Context: an optimization exercise on an open-source flow, tuned for small area. The choices shown serve that exercise and are no tape-out recipe. Where RTL was checked, it was by simulation tests only, not by an equivalence proof against the original. The RTL of run 9 was laid out without a check of its function. Power figures rest on the tool's default switching activity, not on a simulated workload.

$ cat flow/config.mk
export PLATFORM = sky130hd
export DESIGN_NAME = Mitm
export DESIGN_NICKNAME = Mitm
export VERILOG_FILES = /design/flow/design.v
export SDC_FILE = /design/flow/constraint.sdc
export NUM_CORES = 4
export LEC_CHECK = 0
export CAP_MARGIN = 20
export CORE_MARGIN = 2
export CORE_UTILIZATION = 60
export SLEW_MARGIN = 20
$ cat flow/standard.sh
#!/bin/bash
# synth_recipe.tcl (not shown) runs the flow's synth.tcl, then flattens the netlist and writes it again
# the make line also repeats each setting of config.mk as NAME=value (left out here)
make -C /OpenROAD-flow-scripts/flow DESIGN_CONFIG=/design/flow/config.mk WORK_HOME=/design/flow/orfs CLKGATE_MAP_FILE= SYNTH_SCRIPT=/design/flow/synth_recipe.tcl "${@:-finish}"
$ cat flow/constraint.sdc
create_clock -name core_clock -period 10.0 [get_ports {CLK}]
set_input_delay 2.0000 -clock core_clock [delete_from_list [all_inputs] [get_ports {CLK}]]
set_output_delay 2.0000 -clock core_clock [all_outputs]
set_load 0.01 [all_outputs]
$ cat flow/design.v
`timescale 1ns / 1ps
module Receiver(
	input wire clk,
	input wire rst,
	input wire din,
	output reg [7:0] data,
	output wire valid
	);
localparam [8:0] C0 = 9'd237;
reg d;           
reg [2:0] i;     
reg [8:0] cnt;
wire idle  = ~d & ~i[1];
wire start = ~d & i[1] & ~i[0];
wire stop  = ~d & i[1] & i[0];
wire e139  = ~cnt[6] & ~cnt[5] & ~cnt[4] & cnt[3] & cnt[2] & cnt[0];
wire e278  = cnt[8] & ~cnt[7] & ~cnt[5] & cnt[4] & ~cnt[3] & cnt[0];
wire e140  = cnt[8] & cnt[6] & ~cnt[3] & ~cnt[1];
assign valid = ~d & ~i[1] & i[0];
wire wr = d & e139;
always @(posedge clk) begin
	cnt <= (idle | e278) ? C0 : {~cnt[7:0], cnt[8] ^ cnt[1]};
	if (wr & ~i[2] & ~i[1] & ~i[0]) data[0] <= din;
	if (wr & ~i[2] & ~i[1] &  i[0]) data[1] <= din;
	if (wr & ~i[2] &  i[1] & ~i[0]) data[2] <= din;
	if (wr & ~i[2] &  i[1] &  i[0]) data[3] <= din;
	if (wr &  i[2] & ~i[1] & ~i[0]) data[4] <= din;
	if (wr &  i[2] & ~i[1] &  i[0]) data[5] <= din;
	if (wr &  i[2] &  i[1] & ~i[0]) data[6] <= din;
	if (wr &  i[2] &  i[1] &  i[0]) data[7] <= din;
	if (rst) begin
		d <= 1'b0; i <= 3'd0;
	end else if (idle) begin
		i <= din ? 3'd0 : 3'd2;
	end else if (start) begin
		if (e139 && din) i <= 3'd0;
		else if (e278) begin d <= 1'b1; i <= 3'd0; end
	end else if (stop) begin
		if (e139 && !din) i <= 3'd0;
		else if (e140) i <= 3'd1;
	end else if (e278) begin
		i[0] <= ~i[0];
		i[1] <= i[1] ^ i[0];
		i[2] <= i[2] ^ (i[1] & i[0]);
		if (i[2] & i[1] & i[0]) begin d <= 1'b0; i <= 3'd3; end
	end
end
endmodule
`timescale 1ns / 1ps
module Transmitter #(parameter EARLY = 0) (
	input wire clk,
	input wire rst,
	input wire en,
	output wire [2:0] idx,
	input wire bit_in,
	output reg dout
	);
localparam [8:0] C0 = 9'd0;
reg d;
reg [2:0] i;
reg [8:0] cnt;
wire ready = ~d & ~i[1];
wire start = ~d & i[1] & ~i[0];
wire stop  = ~d & i[1] & i[0];
wire e0    = ~cnt[7] & ~cnt[5] & ~cnt[4] & ~cnt[3] & ~cnt[1];
wire e278  = cnt[8] & cnt[7] & cnt[6] & cnt[4] & ~cnt[1] & cnt[0];
assign idx = i;
always @(posedge clk) begin
	cnt <= (ready | e278) ? C0 : {~cnt[7:0], cnt[8] ^ cnt[1]};
	if (rst | ~d & ~start)
		dout <= 1'b1;
	else if (start)
		dout <= 1'b0;
	else if (e0)
		dout <= bit_in;
	if (rst) begin
		d <= 1'b0; i <= 3'd0;
	end else if (ready) begin
		if (EARLY && i[0]) i <= 3'd2;
		else if (en) i <= EARLY ? 3'd1 : 3'd2;
	end else if (e278) begin
		if (start) begin
			d <= 1'b1; i <= 3'd0;
		end else if (stop) begin
			i <= {2'b00, EARLY != 0 && en};
		end else begin
			i[0] <= ~i[0];
			i[1] <= i[1] ^ i[0];
			i[2] <= i[2] ^ (i[1] & i[0]);
			if (i[2] & i[1] & i[0]) begin d <= 1'b0; i <= 3'd3; end
		end
	end
end
endmodule
`timescale 1ns / 1ps
module Mitm(
	input wire CLK,
	input wire rst,  
	input wire RX,
	output wire TX,
	output wire C4,  
	output wire C5,  
	input wire C6,  
	input wire C7,  
	output reg LED1
);
reg [1:0] state;
wire green  = ~state[1];
wire normal = ~state[0];
reg grn, fwd_bs, fwd_bg;
wire [7:0] data, bs_data_rx, bg_data_rx;
wire usb_valid, bs_valid, bg_valid;
wire [2:0] usb_idx, bs_idx, bg_idx;
Receiver r_usb(.clk(CLK), .rst(rst), .din(RX), .data(data), .valid(usb_valid));
Receiver r_bs (.clk(CLK), .rst(rst), .din(C6), .data(bs_data_rx), .valid(bs_valid));
Receiver r_bg (.clk(CLK), .rst(rst), .din(C7), .data(bg_data_rx), .valid(bg_valid));
wire [7:0] G = 8'd71;
wire bg_en = green | normal & bs_valid;
wire bs_en = green | normal & bg_valid & ~bs_valid;
Transmitter t_usb(.clk(CLK), .rst(rst), .en(usb_valid), .idx(usb_idx),
	.bit_in(data[usb_idx]), .dout(TX));
Transmitter #(1) t_bs(.clk(CLK), .rst(rst), .en(bs_en), .idx(bs_idx),
	.bit_in(fwd_bs ? bg_data_rx[bs_idx] : grn & G[bs_idx]), .dout(C4));
Transmitter #(1) t_bg(.clk(CLK), .rst(rst), .en(bg_en), .idx(bg_idx),
	.bit_in(fwd_bg ? bs_data_rx[bg_idx] : grn & G[bg_idx]), .dout(C5));
wire cmd = usb_valid & (data[7:4] == 4'b0100) & data[2] & data[1] & (data[3] | data[0]);
always @(posedge CLK) begin
	if (rst) begin
		state <= 2'b11;
		LED1 <= 1'b0;
		grn <= 1'b0;
		fwd_bs <= 1'b0;
		fwd_bg <= 1'b0;
	end else begin
		if (cmd) begin
			LED1 <= ~LED1;
			state <= {data[3], data[0]};
		end
		if (normal) begin
			if (bs_valid) fwd_bg <= 1'b1;
			else if (bg_valid) fwd_bs <= 1'b1;
		end else begin
			grn <= green;
			fwd_bs <= 1'b0;
			fwd_bg <= 1'b0;
		end
	end
end
endmodule
$ cat flow/flow/run.sh
#!/bin/bash
# The standard layout, with two changes:
# - clock tree: small clock buffers and no dummy loads on the leaf nets
#   (the design is small and its clock tree needs no balancing loads);
# - port buffers: the smallest buffer (repair may still resize it).
set -euo pipefail
export CTS_ARGS="-sink_clustering_enable -repair_clock_nets -dont_use_dummy_load -root_buf sky130_fd_sc_hd__clkbuf_16 -buf_list sky130_fd_sc_hd__clkbuf_4 -sink_clustering_size 12 -sink_clustering_max_diameter 50"
export BUFFER_PORTS_ARGS="-buffer_cell sky130_fd_sc_hd__buf_1"
bash standard.sh finish > standard.log 2>&1
==> flow_summary.toml, run 1 <==
[synthesis]
syn-num-nets = 490
synthDistinctLibCells = 61
yosysWarnings = 4
syn_area_um2 = 4680
syn_avg_cell_area_um2 = 9.76
ys_seq_area_share_pct = 52.6
synth_edf_count = 24
netlist_instances = 479
synthFlopType = "dfxtp_1"
ys_ff_latch = 111
async_reset_ff_share_pct = 0

[floorplanning]
ios = 9
die_x_um = 92.3
dieArea_um2 = 8520
start_util_pct = 61.2
num_rows = 32
coreArea_um2 = 7650
die_height_um = 92.3

[detailed_routing]
met2WireLength_um = 3780
vias = 3329
wl_met3_um = 269
viasPerCell = 5.76
ant_nets = 0
wl_per_cell_um = 13.9
top_layer = "met4"
met1_length_um = 3890
drc = 0
drt_iter0_markers = 100
dr.pass1.iters = 6
wl_um = 8010

[status]
status = "finished clean"

[power_and_ir_drop]
p_leak_nw = 1.70
irDropWorstVdd_mv = 0.124
power_density_nw_per_um2 = 187

[sta]
fmax_mhz = 340
finalCritPeriodShare_pct = 29.4
tns_ns = 0
final.min_clock_period_ns = 2.94
worst_pin_slew_ns = 0.758
final_hold_viol_count = 0
skew_ns = 0.0114
slew_headroom_pct = 49.1
report.final.slew_viol_count = 0
rsz0062_at_grt = "no"
worst_slack_ns = 7.06
hold_ws_ns = 0.380
finalSetupViolCount = 0

[finish]
area_delta_synth_final_pct = 6.34
num-nets-final = 489
drive_gt1_share_pct = 6.09
n_antenna_cell = 0
mostFrequentLayoutCells = "dfxtp_1, nor2_1, nand2_1"
layout_commonest_cell = "dfxtp_1"
final_cell_area_um2 = 4970

[cts]
post_cts.repair.setup_buffers = 0
cts_resized = 0
cts_hold_buf = 0
path_clk_slew_ns = 0.07
cts_tree = "built"
cts_max_path_buffers = 2
clk_latency_ns = 0.33
htree_levels = 3
clock_sinks = 111
root_buffer = "clkbuf_16"
numCtsBuffers = 9

[place]
preCtsSetupSlack_ns = 6.72
place_hpwl_um = 5620
routabilityCongestion = 0.777
detailed_place.area_um2 = 4750
io_buffers = 8

[global_routing]
grtUsageTotal_pct = 20.2
antenna_found_initial = 0
grt_pass1_vias = 3180
grt_pass1_wl_um = 14000
grt_max_degree = 38
grt_overflow = 0

[worst_setup_path]
critical_path_class = "input pin to flop"
crit_required_ns = 10.24
cp-start-kind = "input pin"
cp_max_fo = 11
arrival_ns = 3.19
endpoint_kind = "flop"
r2r_cells = 3

[worst_hold_path]
hold_depth = 1
worstHoldPathType = "flop to flop"

[flow_run]
cap_violations = 0
stage by stage:
stage / instances / total power [mW] / utilization, %
global route: 578 / 0.977 / 65.0
detailed placement: 569 / 0.649 / 62.1
floorplan: 479 / 0.622 / -
global placement: 569 / 0.646 / 62.1
finish: 578 / 0.929 / 65.0
CTS: 578 / 0.940 / 65.0
critical path, cell delays in order:
cell,delay (ns)
buf_1,0.31
inv_1,0.08
a311o_1,0.29
a31oi_1,0.21
nor2_1,0.07
a221oi_1,0.22
layer usage:
metal / up-vias / GRT usage, %
met2: 53 / 34.9
met4: 0 / 4.60
li1: 1714 / -
met1: 1555 / 25.8
met5: - / 0
met3: 7 / 5.21
cells by family after synthesis:
logic type / Yosys count / synth area share (%)
buffers and inverters: 35 / 3.13
xor gates and xnor gates: 7 / 1.31
muxes: 15 / 4.63
DFF: 111 / 52.6
AOI/OAI and AO/OA: 95 / 14.2
adders and majority gates: 6 / 1.61
and+or+nand+nor: 210 / 22.5
worst paths after layout:
check	startpoint	to	slack, ns
worst max-delay path	C7	r_bg.i[1]$_SDFFE_PP0P_	7.06
worst max register to register	r_bs.d$_SDFFE_PP0P_	r_bs.data[0]$_DFFE_PP_	8.09
worst min-delay path	r_usb.cnt[2]$_SDFF_PP1_	r_usb.cnt[3]$_SDFF_PP1_	0.38
worst min register to register	r_usb.cnt[2]$_SDFF_PP1_	r_usb.cnt[3]$_SDFF_PP1_	0.38
cell type report:
type	count	area, um^2
clock buffers	9	225
fillers	616	2670
flip-flops and latches	111	2460
multi-input cells	333	2070
well taps	102	128
inverters	14	52.6
repair buffers	9	37.5
Yosys cell counts (7+ instances only):
cell | count | area, um^2
clkbuf_1 | 13 | 48.8
o21ai_0 | 21 | 105
xnor2_1 | 7 | 61.3
nor3_1 | 13 | 65.1
a31oi_1 | 10 | 62.6
a21oi_1 | 22 | 110
nor2b_1 | 7 | 43.8
nand3_1 | 10 | 50.1
nand2b_1 | 11 | 68.8
nand2_1 | 43 | 161
nor2_1 | 86 | 323
dfxtp_1 | 87 | 1740
inv_1 | 14 | 52.6
edfxtp_1 | 24 | 721
mux2i_1 | 7 | 70.1
sequential cells by signal, indices dropped and copies added (netlist names), 2 cells and up:
name,flops
r_bg.cnt,9
r_bs.cnt,9
r_usb.cnt,9
t_bg.cnt,9
t_bs.cnt,9
t_usb.cnt,9
r_bg.data,8
r_bs.data,8
r_usb.data,8
r_bg.i,3
r_bs.i,3
r_usb.i,3
t_bg.i,3
t_bs.i,3
t_usb.i,3
state,2
report_power, final:
group          switching (mW)  internal [mW]
clock                   0.132          0.159
combinational          0.0569         0.0506
sequential             0.0384          0.493
==> run 2: changes to the inputs <==
==> flow/flow/run.sh (replaced) <==
#!/bin/bash
# The standard layout, with two changes:
# - clock tree: small clock buffers and no dummy loads on the leaf nets
#   (the design is small and its clock tree needs no balancing loads);
# - port buffers: the smallest buffer (repair may still resize it).
set -euo pipefail
export CTS_ARGS="-sink_clustering_enable -repair_clock_nets -dont_use_dummy_load -root_buf sky130_fd_sc_hd__clkbuf_8 -buf_list sky130_fd_sc_hd__clkbuf_8 -sink_clustering_size 20 -sink_clustering_max_diameter 80"
export BUFFER_PORTS_ARGS="-buffer_cell sky130_fd_sc_hd__buf_1"
bash standard.sh finish > standard.log 2>&1
==> flow_summary.toml, run 2 <==
[floorplanning]
start_util_pct = 61.2
die_height_um = 92.3
die_x_um = 92.3
num_rows = 32
ios = 9
dieArea_um2 = 8520
coreArea_um2 = 7650

[worst_setup_path]
cp_max_fo = 11
cp-start-kind = "input pin"
r2r_slack_ns = 8.09
cp_cell_sequence = "buf_1 > inv_1 > a311o_1 > a31oi_1 > nor2_1 > a221oi_1"
critical_path_class = "input pin to flop"
crit_required_ns = 10.27
endpoint_kind = "flop"
crit_path_top_delay_cell = "buf_1"
max_stage_delay_ns = 0.31
arrival_ns = 3.18

[finish]
area_delta_synth_final_pct = 4.17
num-nets-final = 489
seq_area_um2 = 2460
mostFrequentLayoutCells = "dfxtp_1, nor2_1, nand2_1"
drive_gt1_share_pct = 6.09
n_antenna_cell = 0
fillerInstances = 636
layout_commonest_cell = "dfxtp_1"
multiInputGateArea_um2 = 2070

[power_and_ir_drop]
p_leak_nw = 1.65
irDropWorstVdd_mv = 0.106
total_power_uw = 843
power_density_nw_per_um2 = 173

[global_routing]
grt_max_degree = 38
grt_overflow = 0
grt.met2_usage_pct = 34.7
antenna_found_initial = 0
use_met1_pct = 25.8
grt_util_met3_pct = 5.70
grtUsageTotal_pct = 20.4
top_usage_layer = "met2"
grt_pass1_wl_um = 14000
grt_pass1_vias = 3165

[cts]
clock_sinks = 111
path_clk_slew_ns = 0.09
cts_resized = 0
numCtsBuffers = 9
post_cts.repair.setup_buffers = 0
cts_tree = "built"
cts_max_path_buffers = 2
cts_hold_buf = 0
htree_levels = 3
root_buffer = "clkbuf_8"
clk_latency_ns = 0.35

[detailed_routing]
wl_um = 8040
ant_nets = 0
drt_iter0_markers = 113
viasPerCell = 5.79
vias = 3344
dr.pass1.iters = 5
drc = 0
wl_per_cell_um = 13.9

[sta]
finalCritPeriodShare_pct = 29.1
slew_headroom_pct = 49.1
report.final.slew_viol_count = 0
rsz0062_at_grt = "no"
final.min_clock_period_ns = 2.91
worst_slack_ns = 7.09
final_hold_viol_count = 0
finalSetupViolCount = 0
fmax_mhz = 343
skew_ns = 0.0186
worst_pin_slew_ns = 0.759
tns_ns = 0

[place]
preCtsSetupSlack_ns = 6.72
place_hpwl_um = 5620
io_buffers = 8
routabilityCongestion = 0.777

[synthesis]
ys_seq_area_share_pct = 52.6
netlist_instances = 479
synthFlopType = "dfxtp_1"
yosysMostFrequentCell = "dfxtp_1"
netlist_top_cells_count = "dfxtp_1, nor2_1, nand2_1, edfxtp_1, a21oi_1"
syn_area_um2 = 4680
syn_avg_cell_area_um2 = 9.76
ys_ff_latch = 111
syn-num-nets = 490
synth_edf_count = 24
yosysTopAreaCellShare_pct = 37.2
yosys.area.top_type = "dfxtp_1"
synth_area_leaders = "dfxtp_1, edfxtp_1, nor2_1"
async_reset_ff_share_pct = 0
yosysWarnings = 4
synthDistinctLibCells = 61

[worst_hold_path]
worstHoldPathType = "flop to flop"

[status]
status = "finished clean"

[flow_run]
cap_violations = 0
==> run 2: cell counts after synthesis <==
Identical to the previous run, type by type.
==> run 2: power breakdown <==
| part | internal (mW) | switching (mW) | total, mW |
|---|---|---|---|
| clock | 0.0811 | 0.124 | 0.205 |
| sequential | 0.492 | 0.0385 | 0.531 |
| combinational | 0.0507 | 0.0570 | 0.108 |
| total | 0.624 | 0.219 | 0.843 |
==> run 2: metrics by stage <==
stage               util, %  instance area [um^2]  hold WS (ns)  std cells
finish                 63.7                  4870         0.387        578
global route           63.7                  4870         0.400        578
CTS                    63.7                  4870         0.392        578
detailed placement     62.1                  4750         0.362        569
global placement       62.1                  4750         0.361        569
floorplan                 -                  4680         0.353        479
==> run 2: layout make-up <==
| class | count | area share [%] |
|---|---|---|
| clock buffers | 9 | 2.54 |
| inverters | 14 | 1.08 |
| multi-input cells | 333 | 42.4 |
| flip-flops and latches | 111 | 50.5 |
| well taps | 102 | 2.62 |
| repair buffers | 9 | 0.770 |
==> run 2: kinds of logic (layout without fill, tap and decap cells) <==
kind of cell	after synthesis	in the layout	share of synthesized area, %
AO/OA/AOI/OAI	95	95	14.2
AND/OR/NAND/NOR	210	210	22.5
XOR/XNOR	7	7	1.31
buffers and inverters	35	32	3.13
adder cells (fa/ha/maj)	6	6	1.61
multiplexers	15	15	4.63
flip-flops	111	111	52.6
==> run 2: worst max-delay path: cells and delay by family <==
family / cells / cell delay [ns]
AOI/OAI and AO/OA: 3 / 0.72
buffers and inverters: 2 / 0.39
and+or+nand+nor: 1 / 0.07
==> run 2: final timing paths <==
path	start	end	cells after the start
hold / removal	r_usb.cnt[2]$_SDFF_PP1_	r_usb.cnt[3]$_SDFF_PP1_	1
setup / recovery	C7	r_bg.i[1]$_SDFFE_PP0P_	6
hold reg to reg	r_usb.cnt[2]$_SDFF_PP1_	r_usb.cnt[3]$_SDFF_PP1_	1
setup reg to reg	r_bs.d$_SDFFE_PP0P_	r_bs.data[0]$_DFFE_PP_	3
==> run 2: layer usage <==
| metal | wire length [um] | vias to the layer above |
|---|---|---|
| met5 | 0 | - |
| met4 | 85 | 0 |
| met3 | 267 | 8 |
| met2 | 3780 | 53 |
| met1 | 3900 | 1567 |
| li1 | - | 1716 |
==> run 3: changes to the inputs <==
==> flow/flow/run.sh (replaced) <==
#!/bin/bash
# The standard layout, with two changes:
# - clock tree: small clock buffers and no dummy loads on the leaf nets
#   (the design is small and its clock tree needs no balancing loads);
# - port buffers: the smallest buffer (repair may still resize it).
set -euo pipefail
export CTS_ARGS="-sink_clustering_enable -repair_clock_nets -dont_use_dummy_load -root_buf sky130_fd_sc_hd__clkbuf_8 -buf_list sky130_fd_sc_hd__clkbuf_4 -sink_clustering_size 14 -sink_clustering_max_diameter 60"
export BUFFER_PORTS_ARGS="-buffer_cell sky130_fd_sc_hd__buf_1"
bash standard.sh finish > standard.log 2>&1
==> flow_summary.toml, run 3 <==
[global_routing]
grt_overflow = 0
antenna_found_initial = 0
grt_pass1_vias = 3165
grt_max_degree = 38
grtUsageTotal_pct = 20.4
grt_pass1_wl_um = 14000

[cts]
path_clk_slew_ns = 0.09
clk_latency_ns = 0.35
cts_max_path_buffers = 2
root_buffer = "clkbuf_8"
clock_sinks = 111
post_cts.repair.setup_buffers = 0
cts_tree = "built"
htree_levels = 3
cts_resized = 0
numCtsBuffers = 9
cts_hold_buf = 0

[finish]
multiInputGateArea_um2 = 2070
fillerInstances = 636
layout_commonest_cell = "dfxtp_1"
drive_gt1_share_pct = 6.09
num-nets-final = 489
n_antenna_cell = 0
area_delta_synth_final_pct = 4.17
mostFrequentLayoutCells = "dfxtp_1, nor2_1, nand2_1"
final_cell_area_um2 = 4870
seq_area_um2 = 2460

[detailed_routing]
drt_iter0_markers = 113
viasPerCell = 5.79
wl_per_cell_um = 13.9
vias = 3344
dr.pass1.iters = 5
wl_um = 8040
ant_nets = 0
drc = 0

[worst_setup_path]
cp_top_family = "compound AO/OA/AOI/OAI gates"
cp-start-kind = "input pin"
max_stage_delay_ns = 0.31
cp.depth = 6
r2r_cells = 3
crit_required_ns = 10.27
crit_path_top_delay_cell = "buf_1"
critical_path_class = "input pin to flop"
arrival_ns = 3.18
critical_path_buf_inv_count = 2
cp_max_fo = 11
endpoint_kind = "flop"
cp_cell_sequence = "buf_1 > inv_1 > a311o_1 > a31oi_1 > nor2_1 > a221oi_1"

[sta]
finalSetupViolCount = 0
report.final.slew_viol_count = 0
final_hold_viol_count = 0
fmax_mhz = 343
tns_ns = 0
slew_headroom_pct = 49.1
hold_ws_ns = 0.387
skew_ns = 0.0186
final.min_clock_period_ns = 2.91
worst_pin_slew_ns = 0.759
rsz0062_at_grt = "no"
finalCritPeriodShare_pct = 29.1

[floorplanning]
coreArea_um2 = 7650
ios = 9
start_util_pct = 61.2
die_height_um = 92.3
num_rows = 32
dieArea_um2 = 8520
die_x_um = 92.3

[synthesis]
ys_ff_latch = 111
async_reset_ff_share_pct = 0
yosysTopAreaCellShare_pct = 37.2
netlist_instances = 479
syn_avg_cell_area_um2 = 9.76
yosysMostFrequentCell = "dfxtp_1"
synthDistinctLibCells = 61
netlist_top_cells_count = "dfxtp_1, nor2_1, nand2_1, edfxtp_1, a21oi_1"
syn_area_um2 = 4680
yosysWarnings = 4
synth_edf_count = 24
synth_area_leaders = "dfxtp_1, edfxtp_1, nor2_1"
synthFlopType = "dfxtp_1"
yosys.area.top_type = "dfxtp_1"
ys_seq_area_share_pct = 52.6
syn-num-nets = 490

[flow_run]
cap_violations = 0

[worst_hold_path]
worstHoldPathType = "flop to flop"
hold_depth = 1

[power_and_ir_drop]
p_leak_nw = 1.65
irDropWorstVdd_mv = 0.106
power_density_nw_per_um2 = 173

[place]
io_buffers = 8
detailed_place.area_um2 = 4750
place_hpwl_um = 5620
routabilityCongestion = 0.777

[status]
status = "finished clean"
-- run 3: routing by layer --
metal / share of wire [%] / global-route usage (%) / vias up / routed length (um)
li1: - / - / 1716 / -
met2: 47 / 34.7 / 53 / 3780
met4: 1.1 / 4.98 / 0 / 85
met1: 49 / 25.8 / 1567 / 3900
met5: 0 / 0 / - / 0
met3: 3.3 / 5.70 / 8 / 267
-- run 3: area by class of cell --
| cell class | instances | share of cell area, % |
|---|---|---|
| repair buffers | 9 | 0.770 |
| flip-flops and latches | 111 | 50.5 |
| inverters | 14 | 1.08 |
| clock buffers | 9 | 2.54 |
| well taps | 102 | 2.62 |
| multi-input cells | 333 | 42.4 |
-- run 3: cell families (layout without fill, tap and decap cells) --
kind of cell	count (synthesis)	in the layout	synth area share [%]
flops	111	111	52.6
simple gates	210	210	22.5
mux	15	15	4.63
fa+ha+maj	6	6	1.61
xor+xnor	7	7	1.31
compound gates	95	95	14.2
buf+inv	35	32	3.13
-- run 3: path summary, 6_finish.rpt --
path	slack, ns	to	startpoint
setup / recovery	7.09	r_bg.i[1]$_SDFFE_PP0P_	C7
hold reg to reg	0.39	r_usb.cnt[3]$_SDFF_PP1_	r_usb.cnt[2]$_SDFF_PP1_
hold / removal	0.39	r_usb.cnt[3]$_SDFF_PP1_	r_usb.cnt[2]$_SDFF_PP1_
setup reg to reg	8.09	r_bs.data[0]$_DFFE_PP_	r_bs.d$_SDFFE_PP0P_
-- run 3: power by group --
part	internal [mW]	total, mW	switching (mW)
combinational	0.0507	0.108	0.0570
sequential	0.492	0.531	0.0385
clock	0.0811	0.205	0.124
total	0.624	0.843	0.219
-- run 3: through the flow --
stage	cells	total power [mW]	util (%)	setup WS, ns
2_1_floorplan	479	0.622	-	6.98
3_3_place_gp	569	0.646	62.1	6.79
3_5_place_dp	569	0.649	62.1	6.72
4_1_cts	578	0.855	63.7	7.11
5_1_grt	578	0.890	63.7	6.96
6_report	578	0.843	63.7	7.09
==> run 4: changes to the inputs <==
==> flow/run.sh (new file) <==
#!/bin/bash
# synth_recipe.tcl (not shown) runs the flow's synth.tcl, then flattens the netlist and writes it again
# the make line also repeats each setting of config.mk as NAME=value (left out here)
make -C /OpenROAD-flow-scripts/flow DESIGN_CONFIG=/design/flow/config.mk WORK_HOME=/design/flow/orfs CLKGATE_MAP_FILE= SYNTH_SCRIPT=/design/flow/synth_recipe.tcl finish
--- a/flow/config.mk
+++ b/flow/config.mk
@@ -8,4 +8,7 @@
 export CAP_MARGIN = 20
 export CORE_MARGIN = 2
 export CORE_UTILIZATION = 60
+export CTS_BUF_LIST = sky130_fd_sc_hd__clkbuf_8
+export CTS_CLUSTER_DIAMETER = 100
+export CTS_CLUSTER_SIZE = 30
 export SLEW_MARGIN = 20
removed: flow/flow/run.sh
removed: flow/standard.sh
==> flow_summary.toml, run 4 <==
[status]
status = "finished clean"

[floorplanning]
die_x_um = 92.3
coreArea_um2 = 7650
ios = 9
dieArea_um2 = 8520
num_rows = 32
die_height_um = 92.3
start_util_pct = 61.2

[sta]
finalCritPeriodShare_pct = 32.6
worst_pin_slew_ns = 0.754
worst_slack_ns = 6.74
tns_ns = 0
rsz0062_at_grt = "no"
fmax_mhz = 307
skew_ns = 0.00909
finalSetupViolCount = 0
hold_ws_ns = 0.389
final_hold_viol_count = 0
slew_headroom_pct = 49.4
report.final.slew_viol_count = 0
final.min_clock_period_ns = 3.26

[synthesis]
synth_edf_count = 24
synth_area_leaders = "dfxtp_1, edfxtp_1, nor2_1"
netlist_instances = 479
yosysMostFrequentCell = "dfxtp_1"
ys_ff_latch = 111
syn-num-nets = 490
syn_avg_cell_area_um2 = 9.76
ys_seq_area_share_pct = 52.6
netlist_top_cells_count = "dfxtp_1, nor2_1, nand2_1, edfxtp_1, a21oi_1"
async_reset_ff_share_pct = 0
yosys.area.top_type = "dfxtp_1"
yosysWarnings = 4
synthFlopType = "dfxtp_1"
yosysTopAreaCellShare_pct = 37.2
synthDistinctLibCells = 61
syn_area_um2 = 4680

[finish]
fillerInstances = 659
multiInputGateArea_um2 = 2070
instances_no_fill = 585
area_delta_synth_final_pct = 6.96
drive_gt1_share_pct = 7.45
n_antenna_cell = 0
mostFrequentLayoutCells = "dfxtp_1, nor2_1, nand2_1"
fin_util_pct = 65.4
seq_area_um2 = 2460
final_cell_area_um2 = 5000
num-nets-final = 489
layout_commonest_cell = "dfxtp_1"

[worst_setup_path]
crit-reg2reg-launch = "r_bs.d$_SDFFE_PP0P_"
cp-start-kind = "flop"
cp.depth = 1
r2r_end = "r_bs.data[0]$_DFFE_PP_"
cp_top_family = "buffers and inverters"
r2r_cells = 3
critical_path_class = "flop to output port"
r2r_slack_ns = 8.07
endpoint_kind = "output port"
critical_path_buf_inv_count = 1
arrival_ns = 1.26
crit_start = "LED1$_SDFFE_PP0P_"
endpoint = "LED1"
cp_max_fo = 2
cp_cell_sequence = "clkdlybuf4s50_1"
crit_required_ns = 8.00
max_stage_delay_ns = 0.54
crit_path_top_delay_cell = "clkdlybuf4s50_1"

[worst_hold_path]
hp-start = "t_bg.cnt[2]$_SDFF_PP0_"
worstHoldPathType = "flop to flop"

[place]
preCtsSetupSlack_ns = 6.33
detailed_place.area_um2 = 4800
place_hpwl_um = 5560
io_buffers = 8
dp.cells = 569
routabilityCongestion = 0.777

[cts]
post_cts.repair.setup_buffers = 0
cts_resized = 0
numCtsBuffers = 9
clk_latency_ns = 0.37
clock_sinks = 111
htree_levels = 3
path_clk_slew_ns = 0.09
root_buffer = "clkbuf_8"
cts_tree = "built"
cts_hold_buf = 0
cts_max_path_buffers = 2

[detailed_routing]
vias = 3339
drc = 0
dr.pass1.iters = 4
viasPerCell = 5.71
wl_per_cell_um = 13.6
wl_um = 7960
drt_iter0_markers = 123
ant_nets = 0

[power_and_ir_drop]
irDropWorstVdd_mv = 0.129
total_power_uw = 909
power_density_nw_per_um2 = 182
p_leak_nw = 1.71

[global_routing]
antenna_found_initial = 0
grt_max_degree = 38
grt_pass1_wl_um = 14000
grt_overflow = 0
grt_pass1_vias = 3143
grtUsageTotal_pct = 20.2

[flow_run]
cap_violations = 0
run 4: layer usage:
metal | wire (um) | track usage [%] | vias up
li1 | - | - | 1708
met1 | 3930 | 26.4 | 1588
met2 | 3740 | 33.9 | 34
met3 | 175 | 4.15 | 9
met4 | 110 | 6.47 | 0
met5 | 0 | 0 | -
run 4: worst min-delay path by stage:
| stage | end | slack (ns) | cells past startpoint |
|---|---|---|---|
| detailed placement | r_bs.cnt[3]$_SDFF_PP1_ | 0.37 | 1 |
| floorplan | r_usb.cnt[6]$_SDFF_PP1_ | 0.35 | 1 |
| global placement | r_bg.cnt[3]$_SDFF_PP1_ | 0.36 | 1 |
| global route | r_bg.cnt[3]$_SDFF_PP1_ | 0.40 | 1 |
| finish | t_bg.cnt[3]$_SDFF_PP0_ | 0.39 | 1 |
| CTS | t_bg.cnt[3]$_SDFF_PP0_ | 0.39 | 1 |
run 4: where the power goes:
group / switching, mW / total, mW / internal, mW / leakage, nW
Sequential: 0.0386 / 0.531 / 0.492 / 0.924
Clock: 0.151 / 0.270 / 0.119 / 0.102
Combinational: 0.0559 / 0.109 / 0.0529 / 0.684
run 4: final cells by class:
type | instances | area share, %
Multi-Input combinational cell | 333 | 41.3
Inverter | 14 | 1.05
Tap cell | 102 | 2.55
Timing Repair Buffer | 9 | 1.75
Clock inverter | 7 | 1.60
Sequential cell | 111 | 49.2
Clock buffer | 9 | 2.48
run 4: worst register-to-register path: cells and delay by family, from the launching register on:
family	cells	cell delay (ns)
buffers and inverters	1	0.16
flip-flops	1	0.62
AND/OR/NAND/NOR	2	0.85
run 4: kinds of logic (layout without fill, tap and decap cells):
group	Yosys count	after routing	synth area share (%)
AND/OR/NAND/NOR	210	210	22.5
flip-flops	111	111	52.6
AO/OA/AOI/OAI	95	95	14.2
buffers and inverters	35	39	3.13
multiplexers	15	15	4.63
XOR/XNOR	7	7	1.31
adder cells (fa/ha/maj)	6	6	1.61
==> run 5: changes to the inputs <==
==> flow/flow/run.sh (new file) <==
#!/bin/bash
# The standard layout, with three changes:
# - synthesis maps the logic with an area-oriented ABC script (flow/synth_area.tcl);
# - clock tree: small clock buffers and no dummy loads on the leaf nets;
# - port buffers: the smallest buffer (repair may still resize it).
set -euo pipefail
export AREA_ABC_SCRIPT="$PWD/flow/abc_area.script"
export CTS_ARGS="-sink_clustering_enable -repair_clock_nets -dont_use_dummy_load -root_buf sky130_fd_sc_hd__clkbuf_8 -buf_list sky130_fd_sc_hd__clkbuf_4 -sink_clustering_size 14 -sink_clustering_max_diameter 60"
export BUFFER_PORTS_ARGS="-buffer_cell sky130_fd_sc_hd__buf_1"
bash standard.sh SYNTH_SCRIPT="$PWD/flow/synth_area.tcl" synth > synth.log 2>&1
bash standard.sh finish > standard.log 2>&1
==> flow/flow/abc_area.script (new file) <==
strash
dch
map -a
topo
dnsize -c
==> flow/flow/synth_area.tcl (new file) <==
# synth_recipe.tcl (the standard synthesis) with one change: ABC maps the
# logic with an area-oriented script (abc_area.script beside this file)
# instead of ORFS's delay-oriented one. Registers are mapped before ABC runs,
# so they are the same as in the standard synthesis.
proc synth {args} { yosys synth -nofsm -noshare {*}$args }
proc abc {args} {
  set i [lsearch $args -script]
  if { $i >= 0 } { lset args [expr {$i + 1}] $::env(AREA_ABC_SCRIPT) }
  yosys abc {*}$args
}
source $::env(SCRIPTS_DIR)/synth.tcl
# left out here: clear keep_hierarchy, flatten, clean up, hide names made inside functions, write 1_2_yosys.v
==> flow/standard.sh (new file) <==
#!/bin/bash
# synth_recipe.tcl (not shown) runs the flow's synth.tcl, then flattens the netlist and writes it again
# the make line also repeats each setting of config.mk as NAME=value (left out here)
make -C /OpenROAD-flow-scripts/flow DESIGN_CONFIG=/design/flow/config.mk WORK_HOME=/design/flow/orfs CLKGATE_MAP_FILE= SYNTH_SCRIPT=/design/flow/synth_recipe.tcl "${@:-finish}"
--- a/flow/config.mk
+++ b/flow/config.mk
@@ -8,7 +8,4 @@
 export CAP_MARGIN = 20
 export CORE_MARGIN = 2
 export CORE_UTILIZATION = 60
-export CTS_BUF_LIST = sky130_fd_sc_hd__clkbuf_8
-export CTS_CLUSTER_DIAMETER = 100
-export CTS_CLUSTER_SIZE = 30
 export SLEW_MARGIN = 20
removed: flow/run.sh
==> flow_summary.toml, run 5 <==
[status]
status = "finished clean"

[finish]
drive_gt1_share_pct = 2.04
instances_no_fill = 638
area_delta_synth_final_pct = 6.43
mostFrequentLayoutCells = "nor2_1, dfxtp_1, clkinv_1"
final_cell_area_um2 = 4720
layout_commonest_cell = "nor2_1"
num-nets-final = 552
n_antenna_cell = 0
fin_util_pct = 65.5

[worst_setup_path]
max_stage_delay_ns = 0.28
arrival_ns = 3.40
r2r_end = "r_bs.d$_SDFFE_PP0P_"
crit-reg2reg-launch = "r_bs.i[0]$_SDFFE_PP0P_"
cp-start-kind = "input pin"
r2r_slack_ns = 7.81
crit_path_top_delay_cell = "buf_1"
cp_max_fo = 10
cp.depth = 8
endpoint_kind = "flop"
critical_path_buf_inv_count = 3
cp_top_family = "compound AO/OA/AOI/OAI gates"
cp_cell_sequence = "buf_1 > clkinv_1 > o21ai_0 > a21oi_1 > a31oi_1 > clkinv_1 > o21ai_0 > a21oi_1"
critical_path_class = "input pin to flop"
crit_required_ns = 10.23
r2r_cells = 7

[cts]
cts_max_path_buffers = 2
clock_sinks = 111
clk_latency_ns = 0.36
cts_tree = "built"
cts_resized = 0
post_cts.repair.setup_buffers = 0
root_buffer = "clkbuf_8"
cts_hold_buf = 0
numCtsBuffers = 9
path_clk_slew_ns = 0.08
htree_levels = 3

[floorplanning]
dieArea_um2 = 8100
die_height_um = 90.0
num_rows = 31
coreArea_um2 = 7210
die_x_um = 90.0
start_util_pct = 61.5
ios = 9

[synthesis]
synth_edf_count = 24
netlist_top_cells_count = "nor2_1, dfxtp_1, clkinv_1, nand2_1, o21ai_0"
yosysWarnings = 4
ys_seq_area_share_pct = 55.5
yosysMostFrequentCell = "nor2_1"
yosysTopAreaCellShare_pct = 39.2
syn-num-nets = 532
synth_area_leaders = "dfxtp_1, edfxtp_1, nor2_1"
syn_avg_cell_area_um2 = 8.52
synthFlopType = "dfxtp_1"
ys_ff_latch = 111
async_reset_ff_share_pct = 0
synthDistinctLibCells = 27
netlist_instances = 521
yosys.area.top_type = "dfxtp_1"
syn_area_um2 = 4440

[sta]
final.min_clock_period_ns = 3.17
rsz0062_at_grt = "no"
finalCritPeriodShare_pct = 31.7
slew_headroom_pct = 63.8
final_hold_viol_count = 0
fmax_mhz = 315
skew_ns = 0.0180
report.final.slew_viol_count = 0
worst_pin_slew_ns = 0.538
tns_ns = 0
finalSetupViolCount = 0

[global_routing]
grt_max_degree = 21
grt_pass1_vias = 3288
antenna_found_initial = 0
grt_overflow = 0
grtUsageTotal_pct = 20.9
grt_pass1_wl_um = 14200

[detailed_routing]
dr.pass1.iters = 5
wl_um = 7950
viasPerCell = 5.56
drc = 0
vias = 3547
ant_nets = 0
drt_iter0_markers = 196
wl_per_cell_um = 12.5

[worst_hold_path]
worstHoldPathType = "flop to flop"
hold_depth = 1
hp-start = "t_bs.cnt[2]$_SDFF_PP0_"
worstHoldEndpoint = "t_bs.cnt[3]$_SDFF_PP0_"

[place]
routabilityCongestion = 0.894
detailed_place.area_um2 = 4600
place_hpwl_um = 5760
dp.cells = 629
io_buffers = 8

[power_and_ir_drop]
power_density_nw_per_um2 = 205
irDropWorstVdd_mv = 0.119
p_leak_nw = 1.61

[flow_run]
cap_violations = 0
[run 5: cell count changes in the layout (fill, tap and decap cells not counted), sizes merged, moves of 8 or more]
cell           change
a21oi             +16
buf                +8
clkdlybuf4s50      -8
clkinv            +61
inv               -16
nand2             +17
nand2b            -11
nand4              +8
nor2              +12
nor4              +22
o21ai             +21
[run 5: report_power, final]
group / internal (mW) / switching [mW]
registers: 0.516 / 0.0533
logic: 0.0687 / 0.125
clock network: 0.0812 / 0.124
total: 0.666 / 0.302
[run 5: how the worst max path moves through the flow]
stage,startpoint,endpoint,slack [ns]
after global routing,C6,r_bs.i[1]$_SDFFE_PP0P_,6.59
final,C6,r_bs.i[1]$_SDFFE_PP0P_,6.83
after floorplan,C6,r_bs.i[1]$_SDFFE_PP0P_,7.06
after detailed placement,C6,r_bs.i[1]$_SDFFE_PP0P_,6.49
after global placement,C6,r_bs.i[1]$_SDFFE_PP0P_,6.59
after CTS,C6,r_bs.i[1]$_SDFFE_PP0P_,6.84
[run 5: stage by stage]
stage	hold slack, ns	setup WS (ns)	total power [mW]
3_5_place_dp	0.377	6.49	0.772
3_3_place_gp	0.369	6.59	0.766
4_1_cts	0.387	6.84	0.977
5_1_grt	0.404	6.59	1.03
6_report	0.391	6.83	0.968
2_1_floorplan	0.366	7.06	0.719
[run 5: final cells by class]
class	count	area (um^2)
Sequential cell	111	2460
Clock buffer	9	124
Timing Repair Buffer	9	37.5
Multi-Input combinational cell	346	1740
Inverter	64	240
Fill cell	651	2490
Tap cell	99	124
[run 5: per-layer routing]
metal  global-route usage, %  wire, um
met1                    26.2      3760
met2                    35.8      3800
met3                    5.62       281
met4                    5.77       114
met5                       0         0
[run 5: cell families (layout without fill, tap and decap cells)]
logic type / after synthesis / after routing / synth area share (%)
xor gates and xnor gates: 7 / 7 / 1.38
AOI/OAI and AO/OA: 111 / 111 / 14.4
DFF: 111 / 111 / 55.5
buffers and inverters: 64 / 82 / 5.41
and+or+nand+nor: 222 / 222 / 21.6
adders and majority gates: 6 / 6 / 1.69
==> run 6: changes to the inputs <==
--- a/flow/config.mk
+++ b/flow/config.mk
@@ -7,5 +7,5 @@
 export LEC_CHECK = 0
 export CAP_MARGIN = 20
 export CORE_MARGIN = 2
-export CORE_UTILIZATION = 60
+export CORE_UTILIZATION = 80
 export SLEW_MARGIN = 20
==> flow_summary.toml, run 6 <==
[status]
status = "finished clean"

[power_and_ir_drop]
p_comb_share_pct = 21.0
net-switching-power_uw = 317
irDropWorstVdd_mv = 0.155
sw_frac_of_total_pct = 32.2
pwr-share-seq_pct = 58.3
p_leak_nw = 1.61
clkPwrFrac_pct = 20.8
power_density_nw_per_um2 = 210
total_power_uw = 983
power.internal_uw = 667

[cts]
cts_hold_buf = 0
cts_resized = 0
root_buffer = "clkbuf_8"
cts_max_path_buffers = 2
htree_levels = 3
cts_tree = "built"
path_clk_slew_ns = 0.08
clock_sinks = 111
clk_latency_ns = 0.37
numCtsBuffers = 9
post_cts.repair.setup_buffers = 0

[worst_hold_path]
hp-start = "t_bs.cnt[2]$_SDFF_PP0_"
worstHoldEndpoint = "t_bs.cnt[3]$_SDFF_PP0_"
hold_depth = 1
worstHoldPathType = "flop to flop"

[synthesis]
ys_ff_latch = 111
netlist_instances = 521
synth_fa_ha_area_share_pct = 1.69
synth_area_leaders = "dfxtp_1, edfxtp_1, nor2_1"
muxShareOfSynthArea_pct = 0
yosys.area_share.simple_pct = 21.6
yosysWarnings = 4
syn_area_um2 = 4440
netlist_top_cells_count = "nor2_1, dfxtp_1, clkinv_1, nand2_1, o21ai_0"
ys_seq_area_share_pct = 55.5
synth_edf_count = 24
synth_top_family_by_area = "simple AND/OR/NAND/NOR gates"
yosysMostFrequentCell = "nor2_1"
syn_avg_cell_area_um2 = 8.52
yosysTopAreaCellShare_pct = 39.2
synthFlopType = "dfxtp_1"
synth_xor_area_share_pct = 1.38
yosys.area.top_type = "dfxtp_1"
synth_compound_area_share_pct = 14.4
syn-num-nets = 532
synthDistinctLibCells = 27
async_reset_ff_share_pct = 0

[sta]
tns_ns = 0
final_hold_viol_count = 0
finalCritPeriodShare_pct = 31.3
skew_ns = 0.0254
worst_pin_slew_ns = 0.637
worst_slack_ns = 6.87
report.final.slew_viol_count = 0
rsz0062_at_grt = "no"
fmax_mhz = 320
slew_headroom_pct = 56.4
finalSetupViolCount = 0
final.min_clock_period_ns = 3.13

[global_routing]
grt_overflow = 0
antenna_found_initial = 0
grtUsageTotal_pct = 31.2
grt_pass1_vias = 3521
grt_max_degree = 21
grt_pass1_wl_um = 15100

[detailed_routing]
drt_iter0_markers = 262
dr.pass1.iters = 6
drc = 0
vias = 3758
ant_nets = 0
wl_um = 8880
viasPerCell = 6.15
wl_per_cell_um = 14.5

[worst_setup_path]
crit-reg2reg-launch = "r_bs.i[0]$_SDFFE_PP0P_"
endpoint_kind = "flop"
r2r_cells = 7
crit_required_ns = 10.24
cp_top_family = "compound AO/OA/AOI/OAI gates"
r2r_slack_ns = 7.62
r2r_end = "r_bs.d$_SDFFE_PP0P_"
arrival_ns = 3.37
cp_max_fo = 10
max_stage_delay_ns = 0.29
cp_cell_sequence = "buf_1 > clkinv_1 > o21ai_0 > a21oi_1 > a31oi_1 > clkinv_1 > o21ai_0 > a21oi_1"
critical_path_buf_inv_count = 3
cp-start-kind = "input pin"
critical_path_class = "input pin to flop"
crit_path_top_delay_cell = "buf_1"

[floorplanning]
dieArea_um2 = 6160
coreArea_um2 = 5440
start_util_pct = 81.6
ios = 9
die_height_um = 78.5
die_x_um = 78.5
num_rows = 27

[finish]
area_delta_synth_final_pct = 5.67
fin_util_pct = 86.2
instances_no_fill = 611
n_antenna_cell = 0
fillerInstances = 314
num-nets-final = 552
drive_gt1_share_pct = 2.04
mostFrequentLayoutCells = "nor2_1, dfxtp_1, clkinv_1"
layout_commonest_cell = "nor2_1"

[place]
place_hpwl_um = 6170
routabilityCongestion = 0.862
dp.cells = 602
preCtsSetupSlack_ns = 6.52
io_buffers = 8

[flow_run]
cap_violations = 0
[run 6: how the worst max path moves through the flow]
stage / depth (start not counted) / slack (ns) / to / from
floorplan: 7 / 7.06 / r_bs.i[1]$_SDFFE_PP0P_ / C6
global placement: 8 / 6.60 / r_bs.i[1]$_SDFFE_PP0P_ / C6
detailed placement: 8 / 6.52 / r_bs.i[1]$_SDFFE_PP0P_ / C6
CTS: 8 / 6.89 / r_bs.i[1]$_SDFFE_PP0P_ / C6
global route: 8 / 6.56 / r_bs.i[1]$_SDFFE_PP0P_ / C6
finish: 8 / 6.87 / r_bs.i[1]$_SDFFE_PP0P_ / C6
[run 6: cell type report]
cell class                      count  area, um^2  area share, %
Timing Repair Buffer                9        37.5          0.800
Inverter                           64         240           5.12
Tap cell                           72        90.1           1.92
Sequential cell                   111        2460           52.5
Multi-Input combinational cell    346        1740           37.0
Clock buffer                        9         124           2.64
[run 6: power groups by stage]
stage / logic (mW) / registers (mW) / clock network, mW
2_1_floorplan: 0.153 / 0.566 / 0
3_3_place_gp: 0.182 / 0.577 / 0
3_5_place_dp: 0.198 / 0.580 / 0
4_1_cts: 0.204 / 0.570 / 0.205
5_1_grt: 0.234 / 0.581 / 0.226
6_report: 0.206 / 0.573 / 0.204
[run 6: cell families (layout without fill, tap and decap cells)]
kind of cell | count (synthesis) | count (layout)
DFF | 111 | 111
adders and majority gates | 6 | 6
xor gates and xnor gates | 7 | 7
buffers and inverters | 64 | 82
and+or+nand+nor | 222 | 222
AOI/OAI and AO/OA | 111 | 111
[run 6: per-stage QoR]
| stage | area, um^2 | hold WS [ns] |
|---|---|---|
| 2_1_floorplan | 4440 | 0.366 |
| 3_3_place_gp | 4570 | 0.368 |
| 3_5_place_dp | 4570 | 0.374 |
| 4_1_cts | 4690 | 0.387 |
| 5_1_grt | 4690 | 0.410 |
| 6_report | 4690 | 0.386 |
[run 6: routing by layer]
metal / track usage, % / wire length [um] / share of wire (%) / vias up
met5: 0 / 0 / 0 / -
met4: 12.5 / 297 / 3.3 / 0
met3: 8.97 / 504 / 5.7 / 39
met2: 51.8 / 4310 / 49 / 143
li1: - / - / - / 1844
met1: 38.5 / 3760 / 42 / 1732
==> run 7: changes to the inputs <==
==> flow/flow/abc_area.script (replaced) <==
&get -n
&st
&syn3
&dch -f
&nf -R 1000 -p -F 8 -A 4
&put
topo
--- a/flow/config.mk
+++ b/flow/config.mk
@@ -7,5 +7,5 @@
 export LEC_CHECK = 0
 export CAP_MARGIN = 20
 export CORE_MARGIN = 2
-export CORE_UTILIZATION = 80
+export CORE_UTILIZATION = 60
 export SLEW_MARGIN = 20
==> flow_summary.toml, run 7 <==
[flow_run]
cap_violations = 0

[sta]
slew_headroom_pct = 39.7
fmax_mhz = 312
final_hold_viol_count = 0
final.min_clock_period_ns = 3.21
skew_ns = 0.0288
finalSetupViolCount = 0
tns_ns = 0
worst_pin_slew_ns = 0.891
hold_ws_ns = 0.364
finalCritPeriodShare_pct = 32.1
rsz0062_at_grt = "no"
report.final.slew_viol_count = 0

[finish]
area_delta_synth_final_pct = 6.53
final_cell_area_um2 = 4650
drive_gt1_share_pct = 3.45
fin_util_pct = 65.2
num-nets-final = 477
layout_commonest_cell = "dfxtp_1"
n_antenna_cell = 0
mostFrequentLayoutCells = "dfxtp_1, nor2_1, nand2_1"

[floorplanning]
start_util_pct = 61.2
die_x_um = 89.3
num_rows = 31
die_height_um = 89.3
ios = 9
dieArea_um2 = 7980
coreArea_um2 = 7140

[synthesis]
synth_edf_count = 24
netlist_instances = 446
ys_ff_latch = 111
syn_area_um2 = 4370
yosysWarnings = 4
synth_area_leaders = "dfxtp_1, edfxtp_1, nor2_1"
async_reset_ff_share_pct = 0
yosys.area.top_type = "dfxtp_1"
synthFlopType = "dfxtp_1"
syn-num-nets = 457
ys_seq_area_share_pct = 56.4
synthDistinctLibCells = 40
yosysMostFrequentCell = "dfxtp_1"
syn_avg_cell_area_um2 = 9.80
yosysTopAreaCellShare_pct = 39.9
netlist_top_cells_count = "dfxtp_1, nor2_1, nand2_1, a21oi_1, o21ai_0"

[global_routing]
use_met1_pct = 24.9
antenna_found_initial = 0
grt_pass1_vias = 2847
grtUsageTotal_pct = 19.6
top_usage_layer = "met2"
grt_overflow = 0
grt_max_degree = 34
grt_pass1_wl_um = 12400
grt_util_met3_pct = 5.63
grt.met2_usage_pct = 33.3

[cts]
htree_levels = 3
numCtsBuffers = 9
clk_latency_ns = 0.35
root_buffer = "clkbuf_8"
clock_sinks = 111
cts_resized = 0
cts_max_path_buffers = 2
cts_hold_buf = 0
post_cts.repair.setup_buffers = 0
path_clk_slew_ns = 0.08
cts_tree = "built"

[worst_setup_path]
critical_path_class = "input pin to flop"
cp_max_fo = 11
crit_required_ns = 10.20
arrival_ns = 3.41
cp-start-kind = "input pin"
endpoint_kind = "flop"

[place]
place_hpwl_um = 5170
routabilityCongestion = 0.799
detailed_place.area_um2 = 4530
io_buffers = 8

[power_and_ir_drop]
irDropWorstVdd_mv = 0.0788
total_power_uw = 690
power_density_nw_per_um2 = 148
p_leak_nw = 1.61

[detailed_routing]
wl_per_cell_um = 13.0
drc = 0
viasPerCell = 5.65
ant_nets = 0
wl_um = 7310
drt_iter0_markers = 117
vias = 3179
dr.pass1.iters = 6

[worst_hold_path]
worstHoldPathType = "flop to flop"

[status]
status = "finished clean"
[run 7: changes by cell type after synthesis, moves of 6 or more]
cell	change
clkinv_1	-56
nor4_1	-23
nor2_1	-20
o21ai_0	-17
nand2_1	-12
a21oi_1	-10
nand2b_1	+10
and3_1	+8
a31oi_1	+7
nor2b_1	+7
a221oi_1	-6
mux2i_1	+6
mux4_2	+6
[run 7: area by class of cell]
cell class              instances  area (um^2)
well taps                      99          124
repair buffers                  9         37.5
fillers                       623         2480
multi-input cells             327         1880
clock buffers                   9          124
flip-flops and latches        111         2460
inverters                       8         30.0
[run 7: kinds of logic after synthesis]
kind of cell,after synthesis,share of synthesized area [%]
and+or+nand+nor,216,23.8
DFF,111,56.4
AOI/OAI and AO/OA,86,11.5
muxes,12,4.47
buffers and inverters,8,0.687
xor gates and xnor gates,7,1.40
adders and majority gates,6,1.72
[run 7: final timing paths]
path / slack, ns / cells after the start / start / end
setup reg to reg: 7.70 / 9 / r_bg.cnt[0]$_SDFF_PP1_ / r_bg.i[2]$_SDFFE_PP0P_
setup / recovery: 6.79 / 7 / C6 / r_bs.i[2]$_SDFFE_PP0P_
hold / removal: 0.36 / 1 / t_bs.cnt[2]$_SDFF_PP0_ / t_bs.cnt[3]$_SDFF_PP0_
hold reg to reg: 0.36 / 1 / t_bs.cnt[2]$_SDFF_PP0_ / t_bs.cnt[3]$_SDFF_PP0_
[run 7: per-stage QoR]
| step | setup slack [ns] | cells |
|---|---|---|
| 6_report | 6.79 | 563 |
| 5_1_grt | 6.57 | 563 |
| 4_1_cts | 6.81 | 563 |
| 3_5_place_dp | 6.44 | 554 |
| 3_3_place_gp | 6.53 | 554 |
| 2_1_floorplan | 7.01 | 446 |
[run 7: critical path, stage by stage]
cell	delay, ns
buf_1	0.30
clkinv_1	0.12
a211o_1	0.29
o22ai_1	0.33
nor3b_1	0.09
o21ai_0	0.18
a21oi_1	0.09
[run 7: layer usage]
layer,up-vias,part of all wire [%]
met5,-,0
met1,1498,49
li1,1649,-
met4,0,0.70
met3,4,3.0
met2,28,48
[run 7: power breakdown]
part	internal [mW]	switching [mW]	total, mW
Clock	0.0811	0.120	0.201
Sequential	0.463	0.00631	0.469
Combinational	0.00691	0.0125	0.0194
==> run 8: changes to the inputs <==
==> flow/flow/run.sh (replaced) <==
#!/bin/bash
# The standard layout, with three changes:
# - synthesis maps the logic with an area-oriented ABC script (flow/synth_area.tcl);
# - clock tree: small clock buffers and no dummy loads on the leaf nets;
# - port buffers: the smallest buffer (repair may still resize it).
set -euo pipefail
export AREA_ABC_SCRIPT="$PWD/flow/abc_area.script"
export CTS_ARGS="-sink_clustering_enable -repair_clock_nets -dont_use_dummy_load -root_buf sky130_fd_sc_hd__clkbuf_8 -tree_buf sky130_fd_sc_hd__clkbuf_4 -buf_list sky130_fd_sc_hd__clkbuf_4 -sink_clustering_size 10 -sink_clustering_max_diameter 40"
export BUFFER_PORTS_ARGS="-buffer_cell sky130_fd_sc_hd__buf_1"
bash standard.sh SYNTH_SCRIPT="$PWD/flow/synth_area.tcl" synth > synth.log 2>&1
bash standard.sh finish > standard.log 2>&1
==> flow/flow/abc_area.script (replaced) <==
strash
dch
map -a
topo
dnsize -c
==> flow_summary.toml, run 8 <==
[status]
status = "finished clean"

[detailed_routing]
dr.pass1.iters = 5
viasPerCell = 5.56
drt_iter0_markers = 196
vias = 3547
met2WireLength_um = 3800
drc = 0
ant_nets = 0
met1_length_um = 3760
wl_per_cell_um = 12.5
wl_um = 7950
top_layer = "met4"
wl_met3_um = 281

[place]
routabilityCongestion = 0.894
detailed_place.area_um2 = 4600
place_hpwl_um = 5760
dp.cells = 629
io_buffers = 8

[global_routing]
grtUsageTotal_pct = 20.9
grt_pass1_wl_um = 14200
grt_max_degree = 21
antenna_found_initial = 0
grt_overflow = 0
grt_pass1_vias = 3288

[sta]
worst_pin_slew_ns = 0.538
slew_headroom_pct = 63.8
rsz0062_at_grt = "no"
fmax_mhz = 315
skew_ns = 0.0180
finalSetupViolCount = 0
final_hold_viol_count = 0
finalCritPeriodShare_pct = 31.7
final.min_clock_period_ns = 3.17
report.final.slew_viol_count = 0
tns_ns = 0

[cts]
cts_resized = 0
path_clk_slew_ns = 0.08
numCtsBuffers = 9
post_cts.repair.setup_buffers = 0
root_buffer = "clkbuf_8"
cts_max_path_buffers = 2
htree_levels = 3
cts_tree = "built"
clk_latency_ns = 0.36
clock_sinks = 111
cts_hold_buf = 0

[synthesis]
async_reset_ff_share_pct = 0
ys_ff_latch = 111
yosysTopAreaCellShare_pct = 39.2
syn-num-nets = 532
netlist_instances = 521
netlist_top_cells_count = "nor2_1, dfxtp_1, clkinv_1, nand2_1, o21ai_0"
ys_seq_area_share_pct = 55.5
syn_area_um2 = 4440
synthFlopType = "dfxtp_1"
synth_area_leaders = "dfxtp_1, edfxtp_1, nor2_1"
yosysMostFrequentCell = "nor2_1"
synthDistinctLibCells = 27
synth_edf_count = 24
yosys.area.top_type = "dfxtp_1"
syn_avg_cell_area_um2 = 8.52
yosysWarnings = 4

[worst_setup_path]
cp_max_fo = 10
critical_path_class = "input pin to flop"
endpoint_kind = "flop"
cp-start-kind = "input pin"
arrival_ns = 3.40
crit_required_ns = 10.23

[floorplanning]
die_x_um = 90.0
coreArea_um2 = 7210
die_height_um = 90.0
start_util_pct = 61.5
ios = 9
num_rows = 31
dieArea_um2 = 8100

[flow_run]
cap_violations = 0

[power_and_ir_drop]
net-switching-power_uw = 302
total_power_uw = 968
irDropWorstVdd_mv = 0.119
power_density_nw_per_um2 = 205
sw_frac_of_total_pct = 31.2
clkPwrFrac_pct = 21.2
pwr-share-seq_pct = 58.8
power.internal_uw = 666
p_leak_nw = 1.61
p_comb_share_pct = 20.0

[finish]
mostFrequentLayoutCells = "nor2_1, dfxtp_1, clkinv_1"
fillerInstances = 651
instances_no_fill = 638
drive_gt1_share_pct = 2.04
n_antenna_cell = 0
num-nets-final = 552
final_cell_area_um2 = 4720
layout_commonest_cell = "nor2_1"
area_delta_synth_final_pct = 6.43

[worst_hold_path]
worstHoldPathType = "flop to flop"
-- run 8: area by class of cell --
cell class	count	area [um^2]	area share (%)
Multi-Input combinational cell	346	1740	36.7
Inverter	64	240	5.09
Sequential cell	111	2460	52.1
Clock buffer	9	124	2.62
Timing Repair Buffer	9	37.5	0.795
Tap cell	99	124	2.62
-- run 8: worst paths after layout --
check / start / to / slack, ns / cells past startpoint
max: C6 / r_bs.i[1]$_SDFFE_PP0P_ / 6.83 / 8
min: t_bs.cnt[2]$_SDFF_PP0_ / t_bs.cnt[3]$_SDFF_PP0_ / 0.39 / 1
max reg2reg: r_bs.i[0]$_SDFFE_PP0P_ / r_bs.d$_SDFFE_PP0P_ / 7.81 / 7
min reg2reg: t_bs.cnt[2]$_SDFF_PP0_ / t_bs.cnt[3]$_SDFF_PP0_ / 0.39 / 1
-- run 8: cell families (layout without fill, tap and decap cells) --
logic type               after synthesis  in the layout  synth area share [%]
AND/OR/NAND/NOR                      222            222                  21.6
AO/OA/AOI/OAI                        111            111                  14.4
flip-flops                           111            111                  55.5
buffers and inverters                 64             82                  5.41
XOR/XNOR                               7              7                  1.38
adder cells (fa/ha/maj)                6              6                  1.69
-- run 8: per-stage QoR --
step           utilization (%)  setup slack (ns)  hold WS (ns)
2_1_floorplan                -              7.06         0.366
3_3_place_gp              63.8              6.59         0.369
3_5_place_dp              63.8              6.49         0.377
4_1_cts                   65.5              6.84         0.387
5_1_grt                   65.5              6.59         0.404
6_report                  65.5              6.83         0.391
-- run 8: power by group through the flow --
stage / Clock, mW / Sequential, mW / Combinational (mW)
2_1_floorplan: 0 / 0.566 / 0.153
3_3_place_gp: 0 / 0.578 / 0.188
3_5_place_dp: 0 / 0.579 / 0.194
4_1_cts: 0.213 / 0.569 / 0.194
5_1_grt: 0.228 / 0.579 / 0.226
6_report: 0.205 / 0.569 / 0.194
-- run 8: layer usage --
metal,vias up,global-route usage [%]
met5,-,0
met4,0,5.77
met3,13,5.62
met2,56,35.8
met1,1637,26.2
li1,1841,-
-- run 8: critical path, cell delays in order --
cell,delay [ns]
buf_1,0.28
clkinv_1,0.15
o21ai_0,0.23
a21oi_1,0.11
a31oi_1,0.20
clkinv_1,0.15
o21ai_0,0.22
a21oi_1,0.06
==> run 9: changes to the inputs <==
--- a/flow/design.v
+++ b/flow/design.v
@@ -29,7 +29,7 @@
 	if (wr &  i[2] &  i[1] & ~i[0]) data[6] <= din;
 	if (wr &  i[2] &  i[1] &  i[0]) data[7] <= din;
 	if (rst) begin
-		d <= 1'b0; i <= 3'd0;
+		d <= 1'b0; i[1:0] <= 2'd0;	 
 	end else if (idle) begin
 		i <= din ? 3'd0 : 3'd2;
 	end else if (start) begin
@@ -74,7 +74,7 @@
 	else if (e0)
 		dout <= bit_in;
 	if (rst) begin
-		d <= 1'b0; i <= 3'd0;
+		d <= 1'b0; i[1:0] <= 2'd0;	 
 	end else if (ready) begin
 		if (EARLY && i[0]) i <= 3'd2;
 		else if (en) i <= EARLY ? 3'd1 : 3'd2;
@@ -128,22 +128,19 @@
 	if (rst) begin
 		state <= 2'b11;
 		LED1 <= 1'b0;
-		grn <= 1'b0;
+	end else if (cmd) begin
+		LED1 <= ~LED1;
+		state <= {data[3], data[0]};
+	end
+end
+always @(posedge CLK) begin
+	if (normal) begin
+		if (bs_valid) fwd_bg <= 1'b1;
+		else if (bg_valid) fwd_bs <= 1'b1;
+	end else begin
+		grn <= green;
 		fwd_bs <= 1'b0;
 		fwd_bg <= 1'b0;
-	end else begin
-		if (cmd) begin
-			LED1 <= ~LED1;
-			state <= {data[3], data[0]};
-		end
-		if (normal) begin
-			if (bs_valid) fwd_bg <= 1'b1;
-			else if (bg_valid) fwd_bs <= 1'b1;
-		end else begin
-			grn <= green;
-			fwd_bs <= 1'b0;
-			fwd_bg <= 1'b0;
-		end
 	end
 end
 endmodule
==> flow/flow/run.sh (replaced) <==
#!/bin/bash
# The standard layout, with three changes:
# - synthesis maps the logic with an area-oriented ABC script (flow/synth_area.tcl);
# - clock tree: small clock buffers and no dummy loads on the leaf nets;
# - port buffers: the smallest buffer (repair may still resize it).
set -euo pipefail
export AREA_ABC_SCRIPT="$PWD/flow/abc_area.script"
export CTS_ARGS="-sink_clustering_enable -repair_clock_nets -dont_use_dummy_load -root_buf sky130_fd_sc_hd__clkbuf_8 -buf_list sky130_fd_sc_hd__clkbuf_4 -sink_clustering_size 14 -sink_clustering_max_diameter 60"
export BUFFER_PORTS_ARGS="-buffer_cell sky130_fd_sc_hd__buf_1"
bash standard.sh SYNTH_SCRIPT="$PWD/flow/synth_area.tcl" synth > synth.log 2>&1
bash standard.sh finish > standard.log 2>&1
==> flow/flow/abc_area.script (replaced) <==
&get -n
&st
&syn3
&dch -f
&nf -R 1000 -p -F 8 -A 4
&put
topo
==> flow_summary.toml, run 9 <==
[sta]
finalCritPeriodShare_pct = 33.6
fmax_mhz = 298
report.final.slew_viol_count = 0
slew_headroom_pct = 35.0
tns_ns = 0
final_hold_viol_count = 0
skew_ns = 0.0187
worst_pin_slew_ns = 0.961
worst_slack_ns = 6.64
final.min_clock_period_ns = 3.36
finalSetupViolCount = 0
rsz0062_at_grt = "no"

[synthesis]
yosysMostFrequentCell = "dfxtp_1"
yosys.area.top_type = "dfxtp_1"
async_reset_ff_share_pct = 0
syn_avg_cell_area_um2 = 9.96
synth_area_leaders = "dfxtp_1, edfxtp_1, nor2_1"
ys_ff_latch = 111
synthDistinctLibCells = 40
yosysWarnings = 4
netlist_top_cells_count = "dfxtp_1, nor2_1, nand2_1, edfxtp_1, o21ai_0"
yosysTopAreaCellShare_pct = 36.4
syn_area_um2 = 4400
ys_seq_area_share_pct = 57.5
synthFlopType = "dfxtp_1"
synth_edf_count = 31
syn-num-nets = 453
netlist_instances = 442

[cts]
numCtsBuffers = 9
root_buffer = "clkbuf_8"
cts_max_path_buffers = 2
htree_levels = 3
cts_tree = "built"
post_cts.repair.setup_buffers = 0
path_clk_slew_ns = 0.10
cts_resized = 0
clk_latency_ns = 0.36
clock_sinks = 111
cts_hold_buf = 0

[detailed_routing]
dr.pass1.iters = 4
viasPerCell = 5.68
drc = 0
ant_nets = 0
wl_per_cell_um = 13.4
vias = 3173
drt_iter0_markers = 85
wl_um = 7510

[power_and_ir_drop]
p_leak_nw = 1.60
total_power_uw = 741
power_density_nw_per_um2 = 158
irDropWorstVdd_mv = 0.110

[finish]
final_cell_area_um2 = 4690
n_antenna_cell = 0
area_delta_synth_final_pct = 6.48
drive_gt1_share_pct = 3.48
layout_commonest_cell = "dfxtp_1"
num-nets-final = 473
fillerInstances = 597
fin_util_pct = 65.3
mostFrequentLayoutCells = "dfxtp_1, nor2_1, nand2_1"

[floorplanning]
die_height_um = 89.7
dieArea_um2 = 8040
ios = 9
num_rows = 31
coreArea_um2 = 7180
start_util_pct = 61.3
die_x_um = 89.7

[global_routing]
grt_pass1_wl_um = 12500
grt_max_degree = 27
grt_pass1_vias = 2792
grtUsageTotal_pct = 20.0
antenna_found_initial = 0
grt_overflow = 0

[place]
preCtsSetupSlack_ns = 6.29
detailed_place.area_um2 = 4560
routabilityCongestion = 0.827
place_hpwl_um = 5160
io_buffers = 8

[worst_hold_path]
worstHoldPathType = "flop to flop"
hp-start = "t_usb.cnt[2]$_SDFF_PP0_"

[worst_setup_path]
crit-reg2reg-launch = "r_usb.cnt[0]$_SDFF_PP1_"
crit_path_top_delay_cell = "a21oi_1"
cp_cell_sequence = "buf_1 > clkinv_1 > o21ai_0 > o21bai_1 > a21oi_1 > and2_0"
r2r_end = "r_usb.i[0]$_SDFFE_PP0P_"
crit_start = "C6"
cp-start-kind = "input pin"
r2r_slack_ns = 7.85
critical_path_class = "input pin to flop"
endpoint = "r_bs.i[2]$_SDFFCE_PP0P_"
endpoint_kind = "flop"
crit_required_ns = 10.06
arrival_ns = 3.42
max_stage_delay_ns = 0.35
r2r_cells = 7
cp_max_fo = 11

[status]
status = "finished clean"

[flow_run]
cap_violations = 0
-- run 9: cell types whose count changed in the layout (fill, tap and decap cells not counted), moves of 7 or more --
cell | previous run | this run
edfxtp_1 | 24 | 31
nor4_1 | 25 | 6
nor2_1 | 98 | 77
a21oi_1 | 38 | 25
dfxtp_1 | 87 | 80
nand2b_1 | 0 | 15
o21ai_0 | 42 | 26
clkinv_1 | 64 | 11
-- run 9: layout make-up --
cell class | instances | area [um^2] | share of cell area, %
Inverter | 11 | 41.3 | 0.881
Multi-Input combinational cell | 320 | 1830 | 39.0
Sequential cell | 111 | 2530 | 54.0
Timing Repair Buffer | 9 | 37.5 | 0.801
Tap cell | 99 | 124 | 2.64
Clock buffer | 9 | 124 | 2.64
-- run 9: routing by layer --
layer	vias to the layer above	track usage (%)	wire length [um]
met4	0	5.56	78
met5	-	0	0
met1	1495	27.6	3700
met3	8	5.76	252
met2	39	30.9	3480
li1	1631	-	-
-- run 9: worst min-delay path by stage --
stage / endpoint / cells past startpoint / slack, ns
floorplan: r_bg.cnt[6]$_SDFF_PP1_ / 1 / 0.35
global placement: r_bg.cnt[6]$_SDFF_PP1_ / 1 / 0.36
detailed placement: r_bg.cnt[6]$_SDFF_PP1_ / 1 / 0.36
CTS: t_usb.cnt[3]$_SDFF_PP0_ / 1 / 0.37
global route: t_usb.cnt[3]$_SDFF_PP0_ / 1 / 0.36
finish: t_usb.cnt[3]$_SDFF_PP0_ / 1 / 0.36
-- run 9: worst max-delay path: cells and delay by family --
kind / cells / cell delay, ns
buffers and inverters: 2 / 0.48
and+or+nand+nor: 1 / 0.19
AOI/OAI and AO/OA: 3 / 0.74
-- run 9: per-stage QoR --
step           hold slack, ns  std cells
4_1_cts                 0.366        559
6_report                0.363        559
5_1_grt                 0.363        559
3_5_place_dp            0.359        550
3_3_place_gp            0.358        550
2_1_floorplan           0.353        442
-- run 9: cells by family after synthesis --
logic type / after synthesis / synth area share (%)
AO/OA/AOI/OAI: 90 / 12.3
adder cells (fa/ha/maj): 6 / 1.71
multiplexers: 10 / 3.98
buffers and inverters: 11 / 0.938
AND/OR/NAND/NOR: 207 / 22.1
flip-flops: 111 / 57.5
XOR/XNOR: 7 / 1.39
-- run 9: where the power goes --
part           internal, mW  switching, mW
logic                0.0165         0.0242
registers             0.477         0.0166
clock network        0.0812          0.126

Check on run 9: ideal ports give 6.641 ns setup slack; a clkbuf_16 on the clock port and buf_2 on the inputs give 6.652 ns; moving port delays by the midpoint clock arrival (0.384 ns) as well gives 6.268 ns.
